From an optimization exercise on the open Yosys and OpenROAD flow, aimed at small area and a short achievable clock period; shortcuts taken in it are not production practice.
In this exercise RTL edits were held to simulation tests only and were not proved equivalent to the original.

<file path="flow/design.v">
module ex2_1 (
	      input 		  clk, rst, validi,
	      input [31:0] 	  data_in,
	      output logic 	  valido, 
	      output logic [31:0] data_out
	      );
   enum 			  {S0, S1, S2} state, next;
   logic [31:0] 		  a;
   logic [31:0]                   b;
   always_ff @(posedge clk) begin
      a <= b;
      b <= data_in;
   end
   always_ff @(posedge clk or posedge rst) begin
      if (rst) begin
	 data_out <= 32'b0;
	 valido <= 1'b0;
	 state = S0;
	 next = S0;
      end
      else begin
	 case (state)
	   S0: begin
	      valido <= 1'b0;
	      if (validi) begin
		 next = S1;
	      end
	   end
	   S1: begin
	      if (validi) begin
		 next = S2;
	      end
	      else begin
		next = S0;
              end
	   end
	   S2: begin
	      if (validi) begin
		 data_out <= a * b + data_in;
		 valido <= 1'b1;
                 next = S2;
	      end
              else begin
                next = S0;
                valido <= 1'b0;
              end
	   end
	 endcase
	 state = next;
      end
   end
endmodule
</file>
<file path="flow/constraint.sdc">
create_clock -name core_clock -period 8.0 [get_ports {clk}]
set_input_delay 1.6000 -clock core_clock [delete_from_list [all_inputs] [get_ports {clk}]]
set_output_delay 1.6000 -clock core_clock [all_outputs]
set_load 0.01 [all_outputs]
</file>
<file path="flow/config.mk">
export PLATFORM = sky130hd
export DESIGN_NAME = ex2_1
export DESIGN_NICKNAME = ex2_1
export VERILOG_FILES = /design/flow/design.v
export SDC_FILE = /design/flow/constraint.sdc
export NUM_CORES = 4
export LEC_CHECK = 0
export CAP_MARGIN = 20
export CORE_MARGIN = 2
export CORE_UTILIZATION = 40
export SLEW_MARGIN = 20
</file>
<file path="flow/run.sh">
#!/bin/bash
# synth_recipe.tcl (not shown) runs the flow's synth.tcl, then flattens the netlist and writes it again
# the make line also repeats each setting of config.mk as NAME=value (left out here)
make -C /OpenROAD-flow-scripts/flow DESIGN_CONFIG=/design/flow/config.mk WORK_HOME=/design/flow/orfs CLKGATE_MAP_FILE= SYNTH_SCRIPT=/design/flow/synth_recipe.tcl finish
</file>
==> run summary <==
## layout by cell type (no fill, tap or decap), types with 3 or more instances in the layout
master,instances
and3_1,6
nand2b_1,3
fa_2,3
o21ai_0,24
xor2_1,23
nand3_1,9
xnor2_1,60
ha_4,3
buf_4,96
inv_1,486
clkbuf_16,10
dfxtp_1,64
nand2_1,220
nand3b_1,3
dfrtp_1,35
and2_1,366
nand4_1,3
a21oi_2,8
dlymetal6s2s_1,5
ha_1,122
nor3_1,5
clkdlybuf4s50_1,62
a21oi_1,19
a21o_1,6
nor2_1,10
fa_1,435
## final cells by class
class	count	area (um^2)
Clock inverter	5	38.8
Multi-Input combinational cell	1381	15300
Clock buffer	11	264
Tap cell	615	769
Timing Repair Buffer	165	1440
Sequential cell	99	2160
Fill cell	4537	26100
Inverter	488	1830
## metrics by stage
stage               instances  cell area (um^2)  worst slack [ns]  util (%)
finish                   2764             21800             0.201      45.5
global route             2764             21800           0.00221      45.5
CTS                      2763             21700            0.0151      45.3
detailed placement       2746             21300            -0.617      44.5
global placement         2746             21300            -0.543      44.5
floorplan                2060             19500             0.251         -
## final timing paths
kind / startpoint / endpoint / slack, ns / cells after the start
setup / recovery: data_in[22] / data_out[26]$_DFFE_PP0P_ / 0.20 / 22
hold / removal: b[31]$_DFF_P_ / a[31]$_DFF_P_ / 0.36 / 0
setup reg to reg: b[2]$_DFF_P_ / data_out[26]$_DFFE_PP0P_ / 0.55 / 24
hold reg to reg: b[31]$_DFF_P_ / a[31]$_DFF_P_ / 0.36 / 0
max in group asynchronous: rst / data_out[22]$_DFFE_PP0P_ / 6.01 / 3
min in group asynchronous: rst / data_out[13]$_DFFE_PP0P_ / 1.63 / 3
## registers in the layout (all words and copies together) (netlist names)
signal and flops:
valido 1, b 32, a 32, state 2
data_out 32
## worst reg2reg max path, delay by kind of cell, from the launching register on
| kind | cells | cell delay [ns] |
|---|---|---|
| AOI/OAI and AO/OA | 4 | 0.95 |
| and+or+nand+nor | 5 | 0.73 |
| adders and majority gates | 9 | 4.15 |
| DFF | 1 | 0.81 |
| buffers and inverters | 6 | 0.74 |
## logic make-up (layout without fill, tap and decap cells)
| family | count (synthesis) | after routing | share of synthesized area [%] |
|---|---|---|---|
| simple gates | 639 | 639 | 17.5 |
| xor+xnor | 84 | 84 | 3.85 |
| flops | 99 | 99 | 11.1 |
| fa+ha+maj | 564 | 564 | 53.1 |
| mux | 2 | 2 | 0.109 |
| buf+inv | 580 | 669 | 11.2 |
| compound gates | 92 | 92 | 3.15 |
## metal layers
| metal | GRT usage [%] | share of wire [%] | routed length [um] | vias to the layer above |
|---|---|---|---|---|
| li1 | - | - | - | 6093 |
| met1 | 32.8 | 45 | 24200 | 7065 |
| met2 | 36.3 | 46 | 24700 | 426 |
| met3 | 4.17 | 7.0 | 3770 | 73 |
| met4 | 6.62 | 2.5 | 1380 | 0 |
| met5 | 0 | 0 | 0 | - |
## timing repair
action                                  in CTS  in global routing
endpoints found under the setup margin       8                 12
pin swaps                                    7                 18
setup buffers                                1                  1
gates resized for setup                      8                 32
==> flow_metrics.py <==
metrics = {
    "run_status": {
        "status": "finished clean",
    },
    "sta": {
        "slew_violations": 0,
        "hold_ws_ns": 0.364,
        "max_freq_ghz": 0.128,
        "tightest_slew_ns": 1.09,
        "finalClockSkew_ns": 0.00918,
        "period_needed_ns": 7.80,
        "tns_ns": 0,
        "setup_violations": 0,
        "rsz0062_at_grt": "no",
        "period_share_pct": 97.5,
        "hold_viol": 0,
        "slew_headroom_pct": 27.2,
    },
    "worst_setup_path": {
        "critical_path_arrival_ns": 8.12,
        "cp_slowest_cell": "fa_1",
        "path_cells": "clkdlybuf4s50_1, inv_1, fa_1, fa_1, inv_1, fa_1, inv_1, fa_1, inv_1, fa_1, fa_1, fa_1, inv_1, fa_1, inv_1, ha_2, or3_4, a311oi_4, buf_6, o31ai_2, a2111oi_2, nand3b_1",
        "start_kind": "input port",
        "max_stage_delay_ns": 0.55,
        "crit_top_cell": "fa_1",
        "crit_buf_inv": 8,
        "cp.required_ns": 8.32,
        "end_kind": "register",
        "critPathKind": "input port to register",
        "cp_max_fo": 4,
        "critPathTopFamily": "adder cells",
    },
    "logic_synthesis": {
        "syn-mean-instance-area_um2": 9.45,
        "syn-cell-area_mm2": 0.0195,
        "yosysMostFrequentCell": "inv_1",
        "yosysUniqueCellTypes": 54,
        "yosysTopAreaCellShare_pct": 45.0,
        "ys_top_cells_by_count": "inv_1, fa_1, and2_1",
        "syn-instance-count": 2060,
        "async_flop_share_pct": 35.4,
        "yosysWarnings": 1,
        "synth_flop_cell": "dfxtp_1",
        "synth_area_leaders": "fa_1, and2_1, inv_1, ha_1, dfxtp_1",
        "syn_nets": 2659,
        "yosysSeqAreaShare_pct": 11.1,
        "synth_edf_count": 0,
        "yosysTopAreaCell": "fa_1",
        "ys_seq_elements": 99,
    },
    "floorplan": {
        "die_w_um": 225,
        "core.rowCount": 80,
        "io_pins": 68,
        "core_mm2": 0.0478,
        "die_y_um": 225,
        "start_util_pct": 40.7,
        "dieArea_mm2": 0.0505,
    },
    "layout": {
        "area_growth_pct": 11.9,
        "nNetsFinal": 2743,
        "antenna-diode-count": 0,
        "drive_gt1_share_pct": 7.17,
    },
    "clock_network": {
        "cts_tree": "done",
        "cts_sinks": 99,
        "h-tree-depth": 3,
        "cts.clk_slew.worst_paths_ns": 0.08,
        "clk_path_buf_depth": 2,
        "worstSkewPairLatency_ns": 0.39,
        "cts_root_buf": "clkbuf_16",
        "postCtsHoldBufs": 0,
        "cts_buffers": 9,
    },
    "detailed_routing": {
        "drt_wl_total_um": 54000,
        "wire_per_inst_um": 19.6,
        "drt_pre_antenna_iters": 5,
        "viasPerCell": 4.94,
        "ant_nets": 0,
        "drt_iter0_drc": 823,
        "drc": 0,
        "dr_total_vias": 13700,
    },
    "global_route": {
        "grt_pass1_vias": 15500,
        "grt_pass1_wl_um": 87700,
        "grt_usage_pct": 23.1,
        "antenna_found_initial": 3,
        "grt_max_degree": 39,
        "globalRoute.totalOverflow": 0,
    },
    "min_path": {
        "hold_path_class": "register to register",
    },
    "placement": {
        "place_hpwl_um": 44100,
        "gp_congestion": 0.898,
        "io_buffers": 67,
    },
    "flow_run": {
        "maxCapViolations": 0,
    },
}

separate check: timing with driven ports:
No port has a modelled driver above. Below, the same layout with a new extraction and two added sets of constraints.
Step 1: set_driving_cell puts a clkbuf_16 on clk and a buf_2 on each other input, an assumption about the parent block.
Step 2 times the ports against the registers' clock, not the clock port: input delays grow and output delays shrink by t, the midpoint of the rising clock arrivals with the driver on.
a / b / c = ideal ports / drivers / drivers and shift; a / b = the first two.
t, ns: 0.444
setup WS [ns]: 0.201 / 0.224 / -0.219
worst setup path after step 2: input to register
Met with ideal ports but missed after step 2: setup timing in this run. For this run, drivers alone change the setup slack by +0.023 ns; drivers and shift together by -0.420 ns.
